This design comes from an exercise in tuning for small area on the open sky130 flow, not from production work.
Function not checked in this run: the RTL went through the layout flow alone.
Power is estimated from default activity; no workload was simulated.

`flow/design.v`:
```
module crosspoint
(
  input clk_,
  input dat,
  input clear,
  input [47:0] inp,
  output [47:0] outp
);
  reg [48*49-1:0] matrix;
  wire [48:0] inp_one = {inp, 1'b1};
  reg [3:0] bit_count;
  reg [11:0] addr;
  always @(posedge clk_) begin
    if (clear) begin
      bit_count <= 0;
    end else if (bit_count == 12) begin
      matrix[addr] <= dat;
    end else begin
      addr <= {dat, addr[11:1]};
      bit_count <= bit_count + 1;
    end
  end
  generate
    genvar i;
    for (i = 0; i < 48; i = i + 1) begin
      assign outp[i] = |(matrix[i*49 +: 49] & inp_one);
    end
  endgenerate
endmodule
```
`flow/constraint.sdc`:
```
create_clock -name core_clock -period 10.0 [get_ports {clk_}]
set_input_delay 2.0000 -clock core_clock [delete_from_list [all_inputs] [get_ports {clk_}]]
set_output_delay 2.0000 -clock core_clock [all_outputs]
set_load 0.01 [all_outputs]
```
`flow/config.mk`:
```
export PLATFORM = sky130hd
export DESIGN_NAME = crosspoint
export DESIGN_NICKNAME = crosspoint
export VERILOG_FILES = /design/flow/design.v
export SDC_FILE = /design/flow/constraint.sdc
export NUM_CORES = 8
export LEC_CHECK = 0
export ABC_AREA = 1
export CAP_MARGIN = 20
export CORE_MARGIN = 2
export CORE_UTILIZATION = 45
export SLEW_MARGIN = 20
```
`flow/run.sh`:
```
#!/bin/bash
# synth_recipe.tcl (not shown) runs the flow's synth.tcl, then flattens the netlist and writes it again
# the make line also repeats each setting of config.mk as NAME=value (left out here)
make -C /OpenROAD-flow-scripts/flow DESIGN_CONFIG=/design/flow/config.mk WORK_HOME=/design/flow/orfs CLKGATE_MAP_FILE= SYNTH_SCRIPT=/design/flow/synth_recipe.tcl finish
```
==> metrics.yaml <==
status:
  status: "finished clean"
pwr:
  p_per_area_mw_per_mm2: 158.1
  p_sw_mw: 6.434
  p_leak_nw: 45.72
  p_seq_frac: 0.469
  peakVddDrop_uv: 131.0
  p_sw_frac: 0.2805
  p_comb_frac: 0.085
  p_int_mw: 16.50
  clock_power_share: 0.446
clocking:
  post_cts_buffers: 0
  worstSkewPairLatency_ns: 0.99
  postCtsHoldBufs: 0
  path_clk_slew_ns: 0.06
  htreeDepth: 5
  cts_resized: 0
  clockBufferDepth: 4
  cts_tree: "done"
  ctsRootBufferMaster: "clkbuf_16"
  cts_buffers: 282
  cts.sinks: 2368
grt:
  gr-total-overflow: 0
  antenna_found_initial: 79
  grt_pass1_vias: 117108
  use_met3: 0.1950
  grt_use_total: 0.4524
  grtUsageMet1: 0.5651
  use_met2: 0.5901
  grt_pass1_wl_mm: 955.6
  grt_max_degree: 239
  grt-busiest-layer: "met2"
cells_and_area:
  drive_gt1_frac: 0.05765
  fin_area_mm2: 0.1450
  area_delta_synth_final_pct: 9.468
  final_nets: 14488
  fill_cells: 28037
synthesis:
  synth_async_sr_flop_share: 0
  yosysUniqueCellTypes: 48
  synth_enable_flop_cells: 2364
  seq_area_frac_synth: 0.5364
  synthFlopType: "edfxtp_1"
  synth_fp_nets: 15155
  ys_seq_elements: 2368
  syn-instance-count: 15098
  synth_top_area_frac: 0.5358
  yosys.area.top_type: "edfxtp_1"
  synth_area_per_cell_um2: 8.776
  syn_area_mm2: 0.1325
  ys_top_cells_by_area: "edfxtp_1, o21ai_0, nand2_1, nand3_1, nand4_1"
  yosys_warnings: 1
floorplanning:
  ios: 99
  start_util: 0.4517
  floorplan.rows: 199
  fp.dieH_um: 546.6
  fp.coreArea_mm2: 0.2933
  dieArea_mm2: 0.2988
  dieWidth_um: 546.6
timing:
  period_share: 0.8334
  max_freq_mhz: 120.0
  fin_skew_ns: 0.05150
  hold_viol_final: 0
  finalSetupTns_ns: 0
  period_minus_slack_ns: 8.334
  rsz0062_at_grt: "no"
  max_slew_margin: 0.07293
  setup-violations-final: 0
  slew_violations: 0
  worstMarginPinSlew_ns: 1.385
setup_path:
  r2r_end: "matrix[1812]"
  cp_top_family: "simple AND/OR/NAND/NOR gates"
  r2r_cells: 15
  r2r_start: "addr[0]"
  r2r_slack_ns: 3.90
  cp-endpoint: "outp[8]"
  critPathKind: "in2out"
  endpoint_kind: "output pin"
  path_buf_inv: 3
  crit_fanout: 21
  crit_slowest_cell: "nor4_1"
  cp-startpoint: "inp[6]"
  required_ns: 8.00
  critical-path-max-stage-delay_ns: 1.02
  crit_top_cell: "buf_4"
  cp-start-kind: "input port"
  worstPathArrival_ns: 6.33
  path_cells: "buf_4 > buf_4 > a22o_1 > a221oi_1 > nand4_1 > nor4_1 > nand3_1 > clkdlybuf4s50_1"
  cp.depth: 8
run:
  maxCapViolCount: 0
detailed_routing:
  drt_first_pass_iters: 10
  wl_per_cell_um: 37.59
  routed_wl_mm: 702.0
  detail-route-antenna-nets: 0
  vias: 133806
  drcViolationCount: 0
  via_per_inst: 7.165
  dr.first_iter.drc_count: 29162
worst_hold_path:
  holdPathStages: 0
  hp-class: "reg2reg"
placement:
  dp_hpwl_mm: 459.7
  port-buffer-count: 98
  place_congestion: 1.070
  dpl-instance-area_mm2: 0.1361
==> worst min-delay path by stage <==
stage | from | end | slack, ns
after detailed placement | addr[11] | addr[10] | 0.49
after global placement | addr[11] | addr[10] | 0.47
final | addr[4] | addr[3] | 0.50
after global routing | addr[4] | addr[3] | 0.51
after CTS | addr[4] | addr[3] | 0.50
after floorplan | addr[11] | addr[10] | 0.45
==> registers in the layout, summed over array words and instances (netlist names) <==
signal / flops
addr: 12
bit_count: 4
matrix: 2352
==> cells by family after synthesis <==
kind of cell	after synthesis	synth area share
AO/OA/AOI/OAI	4735	0.2017
XOR/XNOR	6	0.0007649
adder cells (fa/ha/maj)	6	0.0005666
buffers and inverters	2154	0.06269
flip-flops	2368	0.5364
multiplexers	13	0.0009821
AND/OR/NAND/NOR	5816	0.1969
==> Yosys cell counts, types with 5 or more instances <==
library cell and number:
a21oi_1 110, a221oi_1 364, a22o_1 394, a31o_2 9
buf_1 226, buf_2 114, buf_4 8, buf_6 6
clkbuf_1 1008, edfxtp_1 2364, ha_1 6, inv_1 771
inv_2 19, mux2i_1 13, nand2_1 2438, nand3_1 1354
nand4_1 726, nor2_1 919, nor2_2 7, nor3_1 264
nor3_2 27, nor4_1 55, o2111ai_1 22, o21ai_0 3623
o21ai_1 185, o21bai_1 5, o22ai_1 6, o31ai_1 10
or2_2 10
==> placed cells by master, fill, tap and decap left out, types with 10 or more instances in the layout <==
| master | synthesis | final |
|---|---|---|
| nor2_2 | 7 | 16 |
| buf_4 | 8 | 309 |
| nand3_1 | 1354 | 1354 |
| nand2_1 | 2438 | 2431 |
| o21ai_1 | 185 | 185 |
| edfxtp_1 | 2364 | 2364 |
| nor4_1 | 55 | 50 |
| inv_2 | 19 | 12 |
| a21oi_1 | 110 | 109 |
| nor3_1 | 264 | 260 |
| mux2i_1 | 13 | 13 |
| o21ai_0 | 3623 | 3623 |
| o2111ai_1 | 22 | 22 |
| o31ai_1 | 10 | 10 |
| clkbuf_16 | 0 | 285 |
| buf_12 | 0 | 50 |
| diode_2 | 0 | 99 |
| clkinv_2 | 0 | 47 |
| nor3_2 | 27 | 31 |
| clkdlybuf4s50_1 | 0 | 49 |
| or2_2 | 10 | 10 |
| clkbuf_1 | 1008 | 66 |
| nor2_1 | 919 | 908 |
| a221oi_1 | 364 | 364 |
| inv_1 | 771 | 769 |
| clkinv_1 | 1 | 78 |
| a22o_1 | 394 | 394 |
| nand4_1 | 726 | 726 |
==> power by group through the flow <==
stage | registers (mW) | clock network, mW | logic (mW)
2_1_floorplan | 11.0 | 0 | 0.873
3_3_place_gp | 11.0 | 0 | 1.76
3_5_place_dp | 11.0 | 0 | 1.76
4_1_cts | 10.8 | 10.1 | 1.76
5_1_grt | 10.8 | 10.5 | 1.86
6_report | 10.8 | 10.2 | 1.95
==> final cells by class <==
type / count / area, um^2 / share of cell area
flip-flops and latches: 2368 / 71070 / 0.4900
multi-input cells: 10576 / 53300 / 0.3675
inverters: 792 / 3039 / 0.02095
well taps: 3919 / 4903 / 0.03381
diodes: 99 / 247.7 / 0.001708
clock inverters: 159 / 1237 / 0.008532
repair buffers: 411 / 3857 / 0.02660
clock buffers: 351 / 7380 / 0.05088
==> through the flow <==
step | util | setup WS (ns) | total power, mW | hold WS (ns) | cells
global placement | 0.4640 | 2.065 | 12.73 | 0.4741 | 18063
detailed placement | 0.4640 | 2.017 | 12.73 | 0.4929 | 18063
finish | 0.4945 | 1.666 | 22.94 | 0.5024 | 18675
CTS | 0.4934 | 2.004 | 22.62 | 0.4981 | 18573
global route | 0.4938 | 1.985 | 23.07 | 0.5067 | 18592
floorplan | - | -28.18 | 11.85 | 0.4510 | 15098
==> layer usage <==
layer,wire (um),share of wire
met2,269400,0.38
met5,466,0.00066
met4,75280,0.11
met1,231900,0.33
met3,125000,0.18

separate check: timing with driven ports:
How much do the figures lean on ideal ports? The routed layout below was timed once more, with nothing changed but the port constraints.
Step 1 sets driving cells, clkbuf_16 on the clock port and buf_2 on the other inputs (assumed; they add their load-dependent delay and slew).
Step 2 moves the port delays by t, midway between the first and last clock arrival at a register: inputs arrive t later, outputs are due t later. That takes back most of the time a late clock gives input paths.
a / b / c = ideal ports / drivers / drivers and shift; a / b = the first two.
t (ns): 1.067
setup WS [ns]: 1.666 / 1.613 / 1.613
hold slack, ns: 0.502 / 0.502 / 0.502
clock arrival spread, ns: 0.055 / 0.055
worst register clock-pin slew, ns: 0.07 / 0.07
After both steps setup and hold are still met in this run. For this run, drivers alone change the setup slack by -0.053 ns; drivers and shift together by -0.053 ns.
